This is an optimization exercise on Yosys and OpenROAD, whose aim is small area, a short achievable clock period and few clock cycles per item, not a production implementation.
At most, simulation tests tie the RTL to the original design; equivalence was not proved.

==> garnet: inputs <==
==> flow/design.v (excerpt) <==
module mul_div_unit #(
  parameter XLEN = 64
)(
  input  wire                clk,
  input  wire                reset_n,
  input  wire                start,
  input  wire  [3:0]         operation,
  input  wire                is_word_op,
  input  wire  [XLEN-1:0]    operand_a,
  input  wire  [XLEN-1:0]    operand_b,
  output wire  [XLEN-1:0]    result,
  output wire                busy,
  output wire                ready
);
  localparam S_IDLE  = 0;
  localparam S_MIT   = 1;
  localparam S_MEXT  = 2;
  localparam S_SKIP  = 3;
  localparam S_DPREP = 4;
  localparam S_ABSB  = 5;
  localparam S_LZ    = 6;
  localparam S_DIT   = 7;
  localparam S_CORR  = 8;
  localparam S_FIN   = 9;
  localparam NS      = 10;
  reg [NS-1:0] st;
  reg          rdy;
  reg          bsy;
  reg [65:0] ra;
  reg [63:0] rx;
  reg [63:0] rl;
  reg [5:0]  cnt;
  reg [1:0]  mc;         
  reg        e5;         
  reg [2:0]  opr;
  reg        wr;
  reg        sn, sd;     
  reg        negq;       
  reg        osel;       
  reg        o32;        
  reg        a_sx, a_en, a_inv;     
  reg        sel1, sel2, bneg;      
  reg        tsel1, tsel2, tneg;    
  reg        a_q;                   
  reg        cx;                    
  reg        xs;                    
  wire hi     = ~opr[2] & (opr[1] | opr[0]);
  wire d_sg   = ~opr[0];                      
  wire d_rem  = opr[1];
  wire wsx = ~(operation[2] & operation[0]);
  wire [63:0] a_in = is_word_op ? {{32{wsx & operand_a[31]}}, operand_a[31:0]} : operand_a;
  wire [63:0] b_in = is_word_op ? {{32{wsx & operand_b[31]}}, operand_b[31:0]} : operand_b;
  wire [68:0] add_a = {a_sx ? {{3{ra[65]}}, ra[65:64]} : 5'b00000,
                       ((ra[63:0] & {64{a_en}}) | (rl & {64{a_q}})) ^ {64{a_inv}}};
  wire [68:0] x69   = {{5{xs}}, rx};
  wire [68:0] x269  = {{4{xs}}, rx, 1'b0};
  wire [68:0] x469  = {{3{xs}}, rx, 2'b00};
  wire [68:0] x869  = {{2{xs}}, rx, 3'b000};
  wire [68:0] pp0   = ((sel1 ? x69 : 69'd0) | (sel2 ? x269 : 69'd0)) ^ {69{bneg}};
  wire [68:0] pp1   = ((tsel1 ? x469 : 69'd0) | (tsel2 ? x869 : 69'd0)) ^ {69{tneg}};
  wire [68:0] csa_s = add_a ^ pp0 ^ pp1;
  ...
==> flow/config.mk <==
export PLATFORM = sky130hd
export DESIGN_NAME = mul_div_unit
export DESIGN_NICKNAME = mul_div_unit
export VERILOG_FILES = /design/flow/design.v
export SDC_FILE = /design/flow/constraint.sdc
export NUM_CORES = 4
export LEC_CHECK = 0
export CAP_MARGIN = 20
export CORE_MARGIN = 2
export CORE_UTILIZATION = 40
export SETUP_SLACK_MARGIN = 1.7
export SLEW_MARGIN = 20
==> flow/constraint.sdc <==
create_clock -name core_clock -period 6.0 [get_ports {clk}]
set_input_delay 1.2000 -clock core_clock [delete_from_list [all_inputs] [get_ports {clk}]]
set_output_delay 1.2000 -clock core_clock [all_outputs]
set_load 0.01 [all_outputs]
run.sh (not shown) runs the stock make flow with config.mk's settings and CLKGATE_MAP_FILE= SYNTH_SCRIPT=/design/flow/synth_recipe.tcl, a recipe that flattens the netlist after the stock synthesis.
==> inputs of willow, as changes to garnet <==
==> flow/design.v (replaced) <==
module mdu_chunks (
  input  wire [63:0] v,
  input  wire        e,
  output wire [2:0]  m
);
  wire f1 = (v[63:15] == {49{e}});
  wire f2 = (v[63:31] == {33{e}});
  wire f3 = (v[63:47] == {17{e}});
  wire f4 = (v[63]    == e);
  assign m = f1 ? 3'd1 : f2 ? 3'd2 : f3 ? 3'd3 : f4 ? 3'd4 : 3'd5;
endmodule
module mdu_add69 (
  input  wire [68:0] a,
  input  wire [68:0] b,
  input  wire        cin,
  output wire [68:0] s
);
  localparam N = 70;    
  wire [N-1:0] g0 = {a & b, cin};
  wire [N-1:0] p0 = {a ^ b, 1'b0};
  wire [N-1:0] g [0:7];
  wire [N-1:0] p [0:7];
  assign g[0] = g0;
  assign p[0] = p0;
  genvar l, i;
  generate
    for (l = 0; l < 7; l = l + 1) begin : lv
      for (i = 0; i < N; i = i + 1) begin : bt
        if (i >= (1 << l)) begin : op
          assign g[l+1][i] = g[l][i] | (p[l][i] & g[l][i - (1 << l)]);
          assign p[l+1][i] = p[l][i] & p[l][i - (1 << l)];
        end else begin : pass
          assign g[l+1][i] = g[l][i];
          assign p[l+1][i] = p[l][i];
        end
      end
    end
  endgenerate
  assign s = p0[N-1:1] ^ g[7][N-2:0];
endmodule
module mdu_lzc64 (
  input  wire [63:0] v,
  output wire [6:0]  lz
);
  wire [31:0] z1;
  wire [31:0] c1;
  genvar g;
  generate
    for (g = 0; g < 32; g = g + 1) begin : l1
      assign z1[g] = ~(v[2*g+1] | v[2*g]);
      assign c1[g] = ~v[2*g+1];
    end
  endgenerate
  wire [15:0] z2;
  wire [31:0] c2;
  generate
    for (g = 0; g < 16; g = g + 1) begin : l2
      assign z2[g] = z1[2*g+1] & z1[2*g];
      assign c2[2*g+1:2*g] = z1[2*g+1] ? {1'b1, c1[2*g]} : {1'b0, c1[2*g+1]};
    end
  endgenerate
  wire [7:0]  z3;
  wire [23:0] c3;
  generate
    for (g = 0; g < 8; g = g + 1) begin : l3
      assign z3[g] = z2[2*g+1] & z2[2*g];
      assign c3[3*g+2:3*g] = z2[2*g+1] ? {1'b1, c2[4*g+1:4*g]} : {1'b0, c2[4*g+3:4*g+2]};
    end
  endgenerate
  wire [3:0]  z4;
  wire [15:0] c4;
  generate
    for (g = 0; g < 4; g = g + 1) begin : l4
      assign z4[g] = z3[2*g+1] & z3[2*g];
      assign c4[4*g+3:4*g] = z3[2*g+1] ? {1'b1, c3[6*g+2:6*g]} : {1'b0, c3[6*g+5:6*g+3]};
    end
  endgenerate
  wire [1:0]  z5;
  wire [9:0]  c5;
  generate
    for (g = 0; g < 2; g = g + 1) begin : l5
      assign z5[g] = z4[2*g+1] & z4[2*g];
      assign c5[5*g+4:5*g] = z4[2*g+1] ? {1'b1, c4[8*g+3:8*g]} : {1'b0, c4[8*g+7:8*g+4]};
    end
  endgenerate
  assign lz = (z5[1] & z5[0]) ? 7'd64 :
              z5[1] ? {2'b01, c5[4:0]} : {2'b00, c5[9:5]};
endmodule
module mul_div_unit #(
  parameter XLEN = 64
)(
  input  wire                clk,
  input  wire                reset_n,
  input  wire                start,
  input  wire  [3:0]         operation,
  input  wire                is_word_op,
  input  wire  [XLEN-1:0]    operand_a,
  input  wire  [XLEN-1:0]    operand_b,
  output wire  [XLEN-1:0]    result,
  output wire                busy,
  output wire                ready
);
  localparam S_IDLE  = 0;
  localparam S_MIT   = 1;
  localparam S_MEXT  = 2;
  localparam S_SKIP  = 3;
  localparam S_DPREP = 4;
  localparam S_ABSB  = 5;
  localparam S_LZ    = 6;
  localparam S_SHIFT = 7;
  localparam S_DIT   = 8;
  localparam S_CORR  = 9;
  localparam S_FIN   = 10;
  localparam NS      = 11;
  reg [NS-1:0] st;
  reg          rdy;
  reg          bsy;
  reg [65:0] ra;
  reg [63:0] rx;
  reg [63:0] rl;
  reg [5:0]  cnt;
  reg [1:0]  mc;         
  reg        e5;         
  reg [2:0]  opr;
  reg        wr;
  reg        sn, sd;     
  reg        negq;       
  reg [6:0]  lzn_r, lzd_r;
  reg        osel;       
  reg        a_sx, a_en, a_inv;     
  reg        sel1, sel2, bneg;      
  reg        tsel1, tsel2, tneg;    
  reg        b_q;                   
  reg        cx;                    
  reg        xs;                    
  wire hi     = ~opr[2] & (opr[1] | opr[0]);
  wire d_sg   = ~opr[0];                      
  wire d_rem  = opr[1];
  wire wsx = ~(operation[2] & operation[0]);
  wire [63:0] a_in = is_word_op ? {{32{wsx & operand_a[31]}}, operand_a[31:0]} : operand_a;
  wire [63:0] b_in = is_word_op ? {{32{wsx & operand_b[31]}}, operand_b[31:0]} : operand_b;
  wire [68:0] add_a = {a_sx ? {{3{ra[65]}}, ra[65:64]} : 5'b00000,
                       (ra[63:0] & {64{a_en}}) ^ {64{a_inv}}};
  wire [68:0] x69   = {{5{xs}}, rx};
  wire [68:0] x269  = {{4{xs}}, rx, 1'b0};
  wire [68:0] x469  = {{3{xs}}, rx, 2'b00};
  wire [68:0] x869  = {{2{xs}}, rx, 3'b000};
  wire [68:0] pp0   = ((sel1 ? x69 : 69'd0) | (sel2 ? x269 : 69'd0) |
                       (b_q ? {5'b00000, rl} : 69'd0)) ^ {69{bneg}};
  wire [68:0] pp1   = ((tsel1 ? x469 : 69'd0) | (tsel2 ? x869 : 69'd0)) ^ {69{tneg}};
  wire [68:0] csa_s = add_a ^ pp0 ^ pp1;
  wire [68:0] csa_c = {(add_a[67:0] & pp0[67:0]) | (add_a[67:0] & pp1[67:0]) |
                       (pp0[67:0] & pp1[67:0]), bneg};
  wire [68:0] sum;
  mdu_add69 add (.a(csa_s), .b(csa_c), .cin(tneg | cx), .s(sum));
  wire i_sa = ~(operation[1] & operation[0]);    
  wire i_sb = ~operation[1];                     
  wire xa = i_sa & a_in[63];
  wire xb = i_sb & b_in[63];
  wire [2:0] ma, mb;
  mdu_chunks cha (.v(a_in), .e(xa), .m(ma));
  mdu_chunks chb (.v(b_in), .e(xb), .m(mb));
  wire swap = (mb < ma);                      
  wire [3:0] y0 = swap ? b_in[3:0] : a_in[3:0];
  wire [2:0] mm = swap ? mb : ma;
  function [2:0] booth;    
    input [2:0] y;
    begin
      booth[2] = y[1] ^ y[0];
      booth[1] = (y == 3'b011) | (y == 3'b100);
      booth[0] = y[2] & ~(y[1] & y[0]);
    end
  endfunction
  wire [6:0] lzn, lzd;
  mdu_lzc64 lz_n (.v(ra[63:0]), .lz(lzn));
  mdu_lzc64 lz_d (.v(rx),       .lz(lzd));
  wire [7:0] sdiff = {1'b0, lzd_r} - {1'b0, lzn_r};
  wire       dz    = lzd_r[6];
  wire       qz    = sdiff[7];            
  wire       neg_n = d_sg & ra[63];
  wire       neg_d = d_sg & rx[63];
  wire       c_neg = d_rem ? sn : ((sn ^ sd) & ~dz);
  reg [NS-1:0] st_n;
  reg          done;
  reg          osel_n;
  reg          negq_n;
  always @(*) begin
    st_n   = {NS{1'b0}};
    done   = 1'b0;
    osel_n = osel;
    negq_n = negq;
    case (1'b1)
      st[S_IDLE]: begin
        if (start) st_n[operation[2] ? S_DPREP : S_MIT] = 1'b1;
        else st_n[S_IDLE] = 1'b1;
      end
      st[S_MIT]: begin
        osel_n = ~hi;
        if (cnt != 6'd0) st_n[S_MIT] = 1'b1;
        else if (mc != 2'd3) st_n[S_SKIP] = 1'b1;
        else if (e5) st_n[S_MEXT] = 1'b1;
        else done = 1'b1;
      end
      st[S_MEXT]: done = 1'b1;
      st[S_SKIP]: begin
        if (cnt != 6'd0) st_n[S_SKIP] = 1'b1;
        else done = 1'b1;
      end
      st[S_DPREP]: begin
        if (neg_d) st_n[S_ABSB] = 1'b1;
        else if (neg_n) st_n[S_LZ] = 1'b1;
        else st_n[S_SHIFT] = 1'b1;
      end
      st[S_ABSB]:  st_n[S_LZ] = 1'b1;
      st[S_LZ]:    st_n[S_SHIFT] = 1'b1;
      st[S_SHIFT]: begin
        negq_n = c_neg;
        if (dz | qz) begin
          osel_n = ~d_rem;
          if (d_rem & sn) st_n[S_FIN] = 1'b1;
          else done = 1'b1;
        end else st_n[S_DIT] = 1'b1;
      end
      st[S_DIT]: begin
        if (cnt != 6'd0) st_n[S_DIT] = 1'b1;
        else begin
          osel_n = ~d_rem;
          if (d_rem & sum[68]) st_n[S_CORR] = 1'b1;
          else if (negq) st_n[S_FIN] = 1'b1;
          else done = 1'b1;
        end
      end
      st[S_CORR]: begin
        if (negq) st_n[S_FIN] = 1'b1;
        else done = 1'b1;
      end
      st[S_FIN]: begin
        osel_n = 1'b0;
        done = 1'b1;
      end
      default: ;
    endcase
    if (done) st_n[S_IDLE] = 1'b1;
  end
  always @(posedge clk or negedge reset_n) begin
    if (!reset_n) begin
      st  <= {{(NS-1){1'b0}}, 1'b1};
      rdy <= 1'b0;
      bsy <= 1'b0;
    end else begin
      st  <= st_n;
      rdy <= done;
      if (st[S_IDLE]) bsy <= start;
      else if (done) bsy <= 1'b0;
    end
  end
  wire fin_rem  = st_n[S_FIN] & d_rem;
  wire fin_quot = st_n[S_FIN] & ~d_rem;
  reg [2:0] bd0_n, bd1_n;
  always @(*) begin
    bd0_n = 3'b000;
    bd1_n = 3'b000;
    if (st[S_IDLE] & st_n[S_MIT]) begin
      bd0_n = booth({y0[1:0], 1'b0});
      bd1_n = booth(y0[3:1]);
    end else if (st_n[S_MIT]) begin
      bd0_n = booth(rl[5:3]);
      bd1_n = booth(rl[7:5]);
    end else if (st_n[S_MEXT]) begin
      bd0_n = 3'b100;                         
    end else if (st_n[S_ABSB] | (st[S_SHIFT] & st_n[S_DIT])) begin
      bd0_n = 3'b101;                         
    end else if (st[S_DIT] & (st_n[S_DIT] | st_n[S_CORR])) begin
      bd0_n = {1'b1, 1'b0, ~sum[68]};         
    end else if (fin_quot) begin
      bd0_n = {2'b00, negq_n};
    end
  end
  always @(posedge clk) begin
    a_sx  <= st_n[S_MIT] | st_n[S_MEXT] | st_n[S_DIT] | st_n[S_CORR];
    a_en  <= st_n[S_MIT] | st_n[S_MEXT] | st_n[S_DIT] | st_n[S_CORR] |
             st_n[S_DPREP] | fin_rem;
    a_inv <= st_n[S_DPREP] | (fin_rem & negq_n);
    cx    <= st_n[S_DPREP] | (fin_rem & negq_n);
    b_q   <= fin_quot;
    {sel1, sel2, bneg}    <= bd0_n;
    {tsel1, tsel2, tneg}  <= bd1_n;
    osel  <= osel_n;
    negq  <= negq_n;
    lzn_r <= lzn;
    lzd_r <= lzd;
  end
  always @(posedge clk) begin
    case (1'b1)
      st[S_IDLE]: begin
        opr <= operation[2:0];
        wr  <= is_word_op;
        if (operation[2]) begin
          ra <= {2'b00, a_in};
          rx <= b_in;
          xs <= 1'b0;
        end else begin
          ra <= 66'd0;
          rl <= swap ? b_in : a_in;
          rx <= swap ? a_in : b_in;
          xs <= swap ? xa : xb;
        end
        e5  <= (mm == 3'd5);
        mc  <= (mm == 3'd5) ? 2'd3 : mm[1:0] - 2'd1;
        cnt <= (mm == 3'd5) ? 6'd15 : {2'b00, mm[1:0] - 2'd1, 2'b11};
      end
      st[S_MIT]: begin
        ra  <= {sum[68], sum[68:4]};
        rl  <= {sum[3:0], rl[63:4]};
        cnt <= (cnt == 6'd0) ? {4'd0, 2'd2 - mc} : cnt - 6'd1;
      end
      st[S_MEXT]: begin
        ra <= sum[65:0];
      end
      st[S_SKIP]: begin
        ra  <= {{16{ra[65]}}, ra[65:16]};
        rl  <= {ra[15:0], rl[63:16]};
        cnt <= cnt - 6'd1;
      end
      st[S_DPREP]: begin
        sn <= neg_n;
        sd <= neg_d;
        if (neg_n)
          ra <= {2'b00, sum[63:0]};
      end
      st[S_ABSB]: begin
        rx <= sum[63:0];
      end
      st[S_SHIFT]: begin
        rl <= {64{dz}};
        if (~(dz | qz)) begin
          rx  <= rx << sdiff[5:0];
          cnt <= sdiff[5:0];
        end
      end
      st[S_DIT]: begin
        ra  <= sum[65:0];
        rl  <= {rl[62:0], ~sum[68]};
        if (cnt != 6'd0)
          rx <= {1'b0, rx[63:1]};
        cnt <= cnt - 6'd1;
      end
      st[S_CORR]: begin
        ra <= sum[65:0];
      end
      st[S_FIN]: begin
        ra <= {2'b00, sum[63:0]};
      end
      default: ;
    endcase
  end
  wire [63:0] rv = osel ? rl : ra[63:0];
  assign result = wr ? {{32{rv[31]}}, rv[31:0]} : rv;
  assign busy   = bsy;
  assign ready  = rdy;
endmodule
==> flow/config.mk (replaced) <==
export PLATFORM = sky130hd
export DESIGN_NAME = mul_div_unit
export DESIGN_NICKNAME = mul_div_unit
export VERILOG_FILES = /design/flow/design.v
export SDC_FILE = /design/flow/constraint.sdc
export NUM_CORES = 4
export LEC_CHECK = 0
export CAP_MARGIN = 20
export CORE_MARGIN = 2
export CORE_UTILIZATION = 35
export PLACE_DENSITY = 0.5
export SETUP_SLACK_MARGIN = 1.5
export SLEW_MARGIN = 20
==> inputs of quartz, as changes to garnet <==
--- a/flow/design.v
+++ b/flow/design.v
@@ -247,76 +247,46 @@
       bsy <= 1'b0;
     end else begin
       st  <= st_n;
       rdy <= done;
       if (st[S_IDLE]) bsy <= start;
       else if (done) bsy <= 1'b0;
     end
   end
-  wire i_negn = ~operation[0] & a_in[63];
-  wire cnt0   = (cnt == 6'd0);
-  wire fixr   = d_rem & sum[68];            
-  reg       a_sx_n, a_en_n, a_inv_n, a_q_n;
+  wire i_negn   = ~operation[0] & a_in[63];
+  wire dp_neg   = st_n[S_DPREP] & i_negn;
+  wire dp_cmp   = st_n[S_DPREP] & ~i_negn;
+  wire fin_rem  = st_n[S_FIN] & d_rem;
+  wire fin_quot = st_n[S_FIN] & ~d_rem;
   reg [2:0] bd0_n, bd1_n;
   always @(*) begin
-    a_sx_n  = 1'b1;
-    a_en_n  = 1'b1;
-    a_inv_n = 1'b0;
-    a_q_n   = 1'b0;
-    bd0_n   = 3'b000;
-    bd1_n   = 3'b000;
-    case (1'b1)
-      st[S_IDLE]: begin
-        if (operation[2]) begin
-          a_sx_n  = 1'b0;
-          a_inv_n = i_negn;
-          bd0_n   = i_negn ? 3'b000 : 3'b101;
-        end else begin
-          bd0_n = booth({y0[1:0], 1'b0});
-          bd1_n = booth(y0[3:1]);
-        end
-      end
-      st[S_MIT]: begin
-        if (cnt0) bd0_n = 3'b100;             
-        else begin
-          bd0_n = booth(rl[5:3]);
-          bd1_n = booth(rl[7:5]);
-        end
-      end
-      st[S_DPREP]: begin
-        a_en_n = ~neg_d;
-        bd0_n  = 3'b101;
-      end
-      st[S_LZ]: begin
-        a_inv_n = (dz | qz) & c_neg;
-        bd0_n   = (dz | qz) ? 3'b000 : 3'b101;
-      end
-      st[S_DIT]: begin
-        if (cnt0) begin
-          a_sx_n  = d_rem | ~negq;
-          a_en_n  = d_rem | ~negq;
-          a_q_n   = ~d_rem & negq;
-          a_inv_n = negq & ~fixr;
-          bd0_n   = {fixr, 2'b00};
-        end else
-          bd0_n = {1'b1, 1'b0, ~sum[68]};     
-      end
-      st[S_CORR]: begin
-        a_inv_n = negq;
-      end
-      default: ;
-    endcase
+    bd0_n = 3'b000;
+    bd1_n = 3'b000;
+    if (st[S_IDLE] & st_n[S_MIT]) begin
+      bd0_n = booth({y0[1:0], 1'b0});
+      bd1_n = booth(y0[3:1]);
+    end else if (st_n[S_MIT]) begin
+      bd0_n = booth(rl[5:3]);
+      bd1_n = booth(rl[7:5]);
+    end else if (st_n[S_MEXT]) begin
+      bd0_n = 3'b100;                         
+    end else if (st_n[S_ABSB] | (norm & st_n[S_DIT]) | dp_cmp) begin
+      bd0_n = 3'b101;                         
+    end else if (st[S_DIT] & (st_n[S_DIT] | st_n[S_CORR])) begin
+      bd0_n = {1'b1, 1'b0, ~sum[68]};         
+    end
   end
   always @(posedge clk) begin
-    a_sx  <= a_sx_n;
-    a_en  <= a_en_n;
-    a_inv <= a_inv_n;
-    cx    <= a_inv_n;
-    a_q   <= a_q_n;
+    a_sx  <= st_n[S_MIT] | st_n[S_MEXT] | st_n[S_DIT] | st_n[S_CORR];
+    a_en  <= st_n[S_MIT] | st_n[S_MEXT] | st_n[S_DIT] | st_n[S_CORR] |
+             st_n[S_DPREP] | fin_rem;
+    a_inv <= dp_neg | (st_n[S_FIN] & negq_n);
+    cx    <= dp_neg | (st_n[S_FIN] & negq_n);
+    a_q   <= fin_quot;
     {sel1, sel2, bneg}    <= bd0_n;
     {tsel1, tsel2, tneg}  <= bd1_n;
     osel  <= osel_n;
     o32   <= st[S_MIT] ? ~mc[1] : (st[S_IDLE] ? 1'b0 : o32);
     negq  <= negq_n;
   end
   always @(posedge clk) begin
     case (1'b1)
==> flow/config.mk (replaced) <==
export PLATFORM = sky130hd
export DESIGN_NAME = mul_div_unit
export DESIGN_NICKNAME = mul_div_unit
export VERILOG_FILES = /design/flow/design.v
export SDC_FILE = /design/flow/constraint.sdc
export NUM_CORES = 4
export LEC_CHECK = 0
export CAP_MARGIN = 20
export CORE_MARGIN = 2
export CORE_UTILIZATION = 40
export SETUP_SLACK_MARGIN = 1.0
export SLEW_MARGIN = 20
==> run summary <==
| quantity | quartz | garnet | willow |
|---|---|---|---|
| Outcome | timing/DRC/antenna clean | timing/DRC/antenna clean | timing/DRC/antenna clean |
| Inserted Clock Buffers | 31 | 29 | 36 |
| Row count | 102 | 103 | 111 |
| Worst Hold Margin | 0.472 ns | 0.470 ns | 0.542 ns |
| Total number of H-tree levels | 1 | 1 | 2 |
| Synthesized flop and latch total | 235 | 235 | 249 |
| Starting density of the core | 0.404 | 0.403 | 0.352 |
| Number of enable-type register cells in the synthesized netlist | 144 | 145 | 211 |
| Critical path origin | sel1$_DFF_P_ | ra[52]$_DFFE_PP_ | sel2$_DFF_P_ |
| Share of cell area taken by multi-input logic gates | 0.604 | 0.610 | 0.607 |
| Total routing usage reported by global routing | 0.478 | 0.439 | 0.374 |
| Area share of xor/xnor cells in the synthesized design | 0.0751 | 0.0722 | 0.0745 |
| Share of the synthesized area in the top cell type | 0.138 | 0.138 | 0.197 |
| Most common library cell in the layout ignoring fill and taps | sky130_fd_sc_hd__buf_4 | sky130_fd_sc_hd__buf_4 | sky130_fd_sc_hd__nand2_1 |
| Worst setup path endpoint | a_en$_DFF_P_ | rx[62]$_DFFE_PP_ | rx[62]$_DFFE_PP_ |
| Total core area | 77500 sq um | 78600 sq um | 91400 sq um |
| Post-cts repair resize count | 169 | 843 | 347 |
| Routability congestion estimate | 1.21 | 1.08 | 1.04 |
| Placed Instance Area | 36500 sq um | 36500 sq um | 36000 sq um |
| Stages on the worst setup path | 21 | 21 | 17 |
| Hold-critical path endpoint | st[3]$_DFF_PN0_ | st[3]$_DFF_PN0_ | negq$_DFF_P_ |
| Critical Path Fanout Max | 8 | 5 | 7 |
| Post-Syn Area | 31300 sq um | 31700 sq um | 32200 sq um |
| Sequential cell count of the final layout | 235 | 235 | 249 |
| Required @ worst endpoint | 6.48 ns | 6.46 ns | 6.33 ns |
Testbench counts of garnet, summed over its fixed seeds: cycles 33,120, ops 3,200.
Testbench counts of quartz, summed over its fixed seeds: cycles 33,120, ops 3,200.
The RTL of willow was laid out without a check of its function.

==> port drivers added, routing unchanged <==
In the flow no input, the clock included, has a driving cell. The finished layouts below were timed again as built, in two steps.
Step 1 sets driving cells, clkbuf_16 on the clock port and buf_2 on the other inputs (assumed; they add their load-dependent delay and slew).
Step 2 also shifts input and output timing later by t, the mid clock arrival at the registers, as if the neighbouring blocks saw the same clock.
Slacks: no drivers / after step 1 / after step 2; pairs: no drivers / after step 1.
| run | t (ns) | setup WS [ns] | worst setup path at the end | worst data-port slew with drivers (ns) |
|---|---|---|---|---|
| garnet | 0.682 | 0.720 / 0.720 / 0.720 | register to register | 0.06 |
| willow | 0.658 | 1.129 / 1.129 / 0.885 | input to register | 0.06 |
| quartz | 0.700 | 0.664 / 0.664 / 0.486 | input to register | 0.25 |
After both steps every run listed still meets setup and hold. For willow, which loses most, drivers alone change the setup slack by 0.000 ns; drivers and shift together by -0.244 ns.
